This design comes from an exercise in tuning for small area and a short achievable clock period on the open sky130 flow, not from production work. RTL that was checked went through simulation tests only; none was proved equivalent to the original. No functional check of the RTL was part of run 2. Power is estimated from default activity; no workload was simulated.

==> flow/design.v, too long to show whole: its modules and the start of the top module <==
// module TPU_optimized: 2360 lines
module TPU_optimized #(
    parameter DEPTH     = 4,
    parameter BIT_WIDTH = 8,
    parameter ACC_WIDTH = 24
)
(
    input clk,
    input control,
    input [(BIT_WIDTH*DEPTH)-1:0] data_arr,
    input [(BIT_WIDTH*DEPTH)-1:0] wt_arr,
    output [(ACC_WIDTH*DEPTH)-1:0] acc_out
);
  // ...
==> flow/run.sh <==
#!/bin/bash
# synth_recipe.tcl (not shown) runs the flow's synth.tcl, then flattens the netlist and writes it again
# the make line also repeats each setting of config.mk as NAME=value (left out here)
make -C /OpenROAD-flow-scripts/flow DESIGN_CONFIG=/design/flow/config.mk WORK_HOME=/design/flow/orfs CLKGATE_MAP_FILE= SYNTH_SCRIPT=/design/flow/synth_recipe.tcl finish
==> flow/config.mk <==
export PLATFORM = sky130hd
export DESIGN_NAME = TPU_optimized
export DESIGN_NICKNAME = TPU_optimized
export VERILOG_FILES = /design/flow/design.v
export SDC_FILE = /design/flow/constraint.sdc
export NUM_CORES = 4
export LEC_CHECK = 0
export CAP_MARGIN = 20
export CORE_MARGIN = 2
export CORE_UTILIZATION = 40
export SETUP_SLACK_MARGIN = 4.3
export SLEW_MARGIN = 20
==> flow/constraint.sdc <==
create_clock -name core_clock -period 7.5 [get_ports {clk}]
set_input_delay 1.5000 -clock core_clock [delete_from_list [all_inputs] [get_ports {clk}]]
set_output_delay 1.5000 -clock core_clock [all_outputs]
set_load 0.01 [all_outputs]
==> results.sh, run 1 <==
export IMPL_synthSimpleGateAreaFrac_pct=8.61
export IMPL_met1_length_um=47100
export IMPL_ctsResizeCount=163
export IMPL_initial_core_util_pct=40.3
export IMPL_synth_area_mm2=0.0445
export IMPL_synth_edf_count=0
export IMPL_multi_input_area_mm2=0.0260
export IMPL_layout_common_cells="inv_1, dfxtp_1, fa_1"
export IMPL_crit_slowest_cell="fa_1"
export IMPL_tap_cells=1488
export IMPL_grt_use_total_pct=21.2
export IMPL_status="complete, no violations"
export IMPL_globalRouteMet2Util_pct=36.5
export IMPL_cap_violations=0
export IMPL_worst_path_max_fanout=3
export IMPL_top_power_group="combinational logic"
export IMPL_buf_share_pct=4.32
export IMPL_final_common_cell="inv_1"
export IMPL_grtUsageMet3_pct=4.17
export IMPL_finClkSkew_ns=0.0329
export IMPL_register_area_mm2=0.0145
export IMPL_synth_area_leaders="dfxtp_1, fa_1, inv_1, a222oi_1, ha_1"
export IMPL_num_vias=30900
export IMPL_cts_root_buf="clkbuf_16"
export IMPL_nFlopsAndLatches=724
==> inputs of run 2 (changes only) <==
--- a/flow/design.v
+++ b/flow/design.v
@@ -64,30 +64,30 @@
     reg [17:0] o3;
     wire [7:0] d0 = data_arr[7:0];
     wire [11:0] sel0_d = {control & d0[6] & d0[7], control & ~d0[6] & d0[7], control & d0[6] & ~d0[7], control & d0[4] & d0[5], control & ~d0[4] & d0[5], control & d0[4] & ~d0[5], control & d0[2] & d0[3], control & ~d0[2] & d0[3], control & d0[2] & ~d0[3], control & d0[0] & d0[1], control & ~d0[0] & d0[1], control & d0[0] & ~d0[1]};
     wire [7:0] d1 = data_arr[15:8];
     wire [11:0] sel1_d = {control & d1[6] & d1[7], control & ~d1[6] & d1[7], control & d1[6] & ~d1[7], control & d1[4] & d1[5], control & ~d1[4] & d1[5], control & d1[4] & ~d1[5], control & d1[2] & d1[3], control & ~d1[2] & d1[3], control & d1[2] & ~d1[3], control & d1[0] & d1[1], control & ~d1[0] & d1[1], control & d1[0] & ~d1[1]};
     wire [7:0] d2 = data_arr[23:16];
     wire [11:0] sel2_d = {control & d2[6] & d2[7], control & ~d2[6] & d2[7], control & d2[6] & ~d2[7], control & d2[4] & d2[5], control & ~d2[4] & d2[5], control & d2[4] & ~d2[5], control & d2[2] & d2[3], control & ~d2[2] & d2[3], control & d2[2] & ~d2[3], control & d2[0] & d2[1], control & ~d2[0] & d2[1], control & d2[0] & ~d2[1]};
     wire [7:0] w0 = wt_arr[7:0];
-    wire [7:0] wr0_d = w0;
     wire [9:0] w3_0 = {2'b00, w0} + {1'b0, w0, 1'b0};
+    wire [7:0] wr0_d = w0;
     wire [9:0] w3r0_d = w3_0;
     wire [7:0] w1 = wt_arr[15:8];
-    wire [7:0] wr1_d = w1;
     wire [9:0] w3_1 = {2'b00, w1} + {1'b0, w1, 1'b0};
+    wire [7:0] wr1_d = w1;
     wire [9:0] w3r1_d = w3_1;
     wire [7:0] w2 = wt_arr[23:16];
-    wire [7:0] wr2_d = w2;
     wire [9:0] w3_2 = {2'b00, w2} + {1'b0, w2, 1'b0};
+    wire [7:0] wr2_d = w2;
     wire [9:0] w3r2_d = w3_2;
     wire [7:0] w3 = wt_arr[31:24];
-    wire [7:0] wr3_d = w3;
     wire [9:0] w3_3 = {2'b00, w3} + {1'b0, w3, 1'b0};
+    wire [7:0] wr3_d = w3;
     wire [9:0] w3r3_d = w3_3;
     wire [7:0] d3g = data_arr[31:24];
     wire pp1 = d3g[0] & w0[0];
     wire pp2 = d3g[0] & w0[1];
     wire pp3 = d3g[0] & w0[2];
     wire pp4 = d3g[0] & w0[3];
     wire pp5 = d3g[0] & w0[4];
     wire pp6 = d3g[0] & w0[5];
==> flow/config.mk (replaced) <==
export PLATFORM = sky130hd
export DESIGN_NAME = TPU_optimized
export DESIGN_NICKNAME = TPU_optimized
export VERILOG_FILES = /design/flow/design.v
export SDC_FILE = /design/flow/constraint.sdc
export NUM_CORES = 4
export LEC_CHECK = 0
export CAP_MARGIN = 20
export CORE_MARGIN = 2
export CORE_UTILIZATION = 40
export CTS_BUF_LIST = sky130_fd_sc_hd__clkbuf_4 sky130_fd_sc_hd__clkbuf_8
export SETUP_SLACK_MARGIN = 3.9
export SLEW_MARGIN = 20
==> run 2 against run 1 <==
Effect of this change: largest power group unchanged; critical path depth unchanged; sequential share of layout area up 1.0 points; combinational power down 23%; critical endpoint is now o2[15]; die area unchanged; utilization down 1.7 points; via count down 0.37%; largest cell class unchanged; final cell count up 0.27%; power down 14%; clock-buffer cell count up 75; synthesized cell count unchanged; highest routed layer unchanged; worst hold slack about the same; wire length down 1.5%.
==> results.sh, run 2 <==
export IMPL_synth_main_ff_cell="dfxtp_1"
export IMPL_cts_tree="built"
export IMPL_initial_core_util_pct=40.3
export IMPL_ff2ff_path_depth=12
export IMPL_setup_worst_path_start="p3_2_0[4]"
export IMPL_drc=0
export IMPL_arrival_ns=4.22
export IMPL_grt_pass1_wl_um=185000
export IMPL_swShare_pct=39.4
export IMPL_setup_viol=0
export IMPL_cp_data_required_time_ns=8.18
export IMPL_power_density_mw_per_mm2=349
export IMPL_numCtsBuffers=121
export IMPL_drt_iter0_markers=3769
export IMPL_synth_area_leaders="dfxtp_1, fa_1, inv_1, a222oi_1, ha_1"
export IMPL_syn_instance_count=4318
export IMPL_die_y_um=338
export IMPL_reg2reg_slack_ns=3.96
export IMPL_post_route_util_pct=45.2
export IMPL_netSwitchingPower_uw=6870
export IMPL_rsz0062_at_grt="yes"
export IMPL_cts_hold_fix_buffers=0
export IMPL_tns_ns=0
export IMPL_power_frac_clock_pct=21.9
export IMPL_worst_slack_ns=3.96
export IMPL_num_rows=122
export IMPL_ys_warn_count=1
export IMPL_worst_path_max_fanout=6
export IMPL_post_route_min_period_ns=3.54
export IMPL_grt_max_degree=108
export IMPL_layout_common_cells="inv_1, dfxtp_1, fa_1"
export IMPL_yosysSeqAreaShare_pct=32.5
export IMPL_nNetsFinal=5257
export IMPL_drt_pass1_iterations=17
export IMPL_cap_violations=0
export IMPL_cts_root_buf="clkbuf_8"
export IMPL_path_clk_slew_ns=0.07
export IMPL_hold_viol_final=0
export IMPL_pwr_share_comb_pct=47.8
export IMPL_hp_class="reg -> reg"
export IMPL_power_leakage_uw=0.0244
export IMPL_cp_endpoint="o2[15]"
export IMPL_detail_route_antenna_nets=0
export IMPL_status="complete, no violations"
export IMPL_gp_routability_congestion=0.790
export IMPL_critical_path_class="reg -> reg"
export IMPL_htreeDepth=3
export IMPL_die_w_um=338
export IMPL_insertion_delay_ns=0.78
export IMPL_ys_types=66
export IMPL_async_flop_share_pct=0
export IMPL_synth_top_area_share_pct=32.5
export IMPL_dp_hpwl_um=74600
export IMPL_post_place_ws_ns=3.21
export IMPL_die_area_mm2=0.114
export IMPL_power_internal_uw=10600
export IMPL_r2r_start="p3_2_0[4]"
export IMPL_grt_overflow_total=0
export IMPL_fin_cells=5955
export IMPL_grt_use_total_pct=20.9
export IMPL_final_common_cell="inv_1"
export IMPL_synth_edf_count=0
export IMPL_seqPwrFrac_pct=30.4
export IMPL_synth_common_cells="inv_1, dfxtp_1, fa_1, a222oi_1, and2_1"
export IMPL_vdd_drop_max_uv=233
export IMPL_ys_ff_latch=724
export IMPL_placed_cells=5725
export IMPL_finClkSkew_ns=0.0312
export IMPL_synth_area_mm2=0.0445
export IMPL_grt_pass1_vias=32900
export IMPL_synth_most_common_cell="inv_1"
export IMPL_clk_path_buf_depth=3
export IMPL_tightest_slew_ns=1.16
export IMPL_drive_gt1_share_pct=7.44
export IMPL_slew_headroom_pct=22.5
export IMPL_num_vias=30800
export IMPL_syn_avg_cell_area_um2=10.3
export IMPL_io_buffers=137
export IMPL_cts_sinks=724
export IMPL_viasPerCell=5.18
export IMPL_area_growth_pct=12.1
export IMPL_core_mm2=0.111
export IMPL_antenna_found_initial=14
export IMPL_fmax_mhz=283
export IMPL_finalCritPeriodShare_pct=47.2
export IMPL_r2r_end="o2[15]"
export IMPL_wl_um=118000
export IMPL_end_kind="flop"
export IMPL_synth_top_cell_by_area="dfxtp_1"
export IMPL_ios=162
export IMPL_avgRoutedWirePerCell_um=19.8
export IMPL_finalMaxSlewViolations=0
export IMPL_cp_start_kind="flop"
run 2: cell counts after synthesis:
Identical to the previous run, type by type.
run 2: what timing repair did:
item / 4_1_cts / 5_1_grt
pin swaps: 2 / 10
setup buffers: 0 / 3
gates resized for setup: 10 / 27
endpoints found under the setup margin: 7 / 13
run 2: worst min-delay path by stage:
stage,start,endpoint,slack (ns),cells past startpoint
after global placement,s1_1_0[0],s2_1_0[0],0.31,0
after detailed placement,s1_1_0[0],s2_1_0[0],0.31,0
after global routing,s1_3_0[0],s2_3_0[0],0.33,0
after CTS,s1_3_0[0],s2_3_0[0],0.31,0
final,s1_3_0[0],s2_3_0[0],0.31,0
after floorplan,s1_0_0[0],s2_0_0[0],0.31,0
run 2: cells by family (layout without fill, tap and decap cells):
family          Yosys count  after routing  share of synthesized area [%]
other cells               1             30                        0.00842
simple gates            667            667                           8.61
flops                   724            724                           32.5
buf+inv                1407           1527                           12.1
mux                       2              2                         0.0449
xor+xnor                 77             77                           1.51
fa+ha+maj               828            828                           33.4
compound gates          612            612                           11.9
run 2: critical path, cell delays in order, from the launching register on:
cell	delay [ns]
dfxtp_1	0.31
inv_1	0.05
fa_1	0.43
fa_1	0.49
inv_1	0.05
fa_1	0.55
ha_2	0.32
o21a_1	0.18
o21ai_0	0.22
a2bb2oi_2	0.15
a31o_2	0.29
a211oi_1	0.25
xnor2_1	0.16
run 2: final cells by class:
type                            count  area, µm²
Inverter                         1113       4180
Timing Repair Buffer              193       1770
Fill cell                       10500      60600
Clock buffer                      189       2410
Clock inverter                     32        254
Sequential cell                   724      14500
Multi-Input combinational cell   2210      24900
Antenna cell                        6       15.0
Tap cell                         1488       1860
run 2: power by group through the flow:
| stage | logic, µW | registers [µW] | clock network (µW) |
|---|---|---|---|
| final | 8330 | 5290 | 3820 |
| after global routing | 9530 | 5360 | 4100 |
| after CTS | 8200 | 5290 | 3930 |
| after detailed placement | 8080 | 5370 | 0 |
| after global placement | 7960 | 5370 | 0 |
| after floorplan | 5900 | 5190 | 0 |
run 2: metrics by stage:
| step | total power [µW] | hold slack, ns | area, µm² |
|---|---|---|---|
| 2_1_floorplan | 11100 | 0.310 | 44600 |
| 3_3_place_gp | 13300 | 0.312 | 47100 |
| 3_5_place_dp | 13500 | 0.314 | 47100 |
| 4_1_cts | 17400 | 0.313 | 49800 |
| 5_1_grt | 19000 | 0.326 | 49900 |
| 6_report | 17400 | 0.314 | 49900 |
run 2: routing by layer:
layer / vias to the layer above / part of all wire, % / track usage (%) / routed length (µm)
met5: - / 0.068 / 0 / 80
met4: 14 / 3.1 / 8.02 / 3690
met3: 248 / 8.5 / 4.19 / 9990
met2: 1286 / 48 / 35.3 / 56900
met1: 15400 / 40 / 26.2 / 47100
li1: 13900 / - / - / -

static timing again, ports no longer ideal:
The results above use ideal ports. As a check the final layouts listed here were re-extracted and re-timed, cells and wires unchanged.
Step 1: set_driving_cell puts a clkbuf_16 on clk and a buf_2 on each other input, an assumption about the parent block.
Step 2 times the ports against the registers' clock, not the clock port: input delays grow and output delays shrink by t, the midpoint of the rising clock arrivals with the driver on.
a / b / c = no drivers / after step 1 / after step 2; a / b = the first two.
| run | shift t [ns] | slack for setup (ns) | hold slack, ns |
|---|---|---|---|
| run 1 | 0.705 | 4.081 / 4.081 / 3.684 | 0.314 / 0.314 / 0.314 |
| run 2 | 0.834 | 3.963 / 3.963 / 3.238 | 0.314 / 0.314 / 0.314 |
After both steps every run listed still meets setup and hold. The setup slack of run 2, which loses most, moves by 0.000 ns with the drivers and by -0.725 ns with both steps.
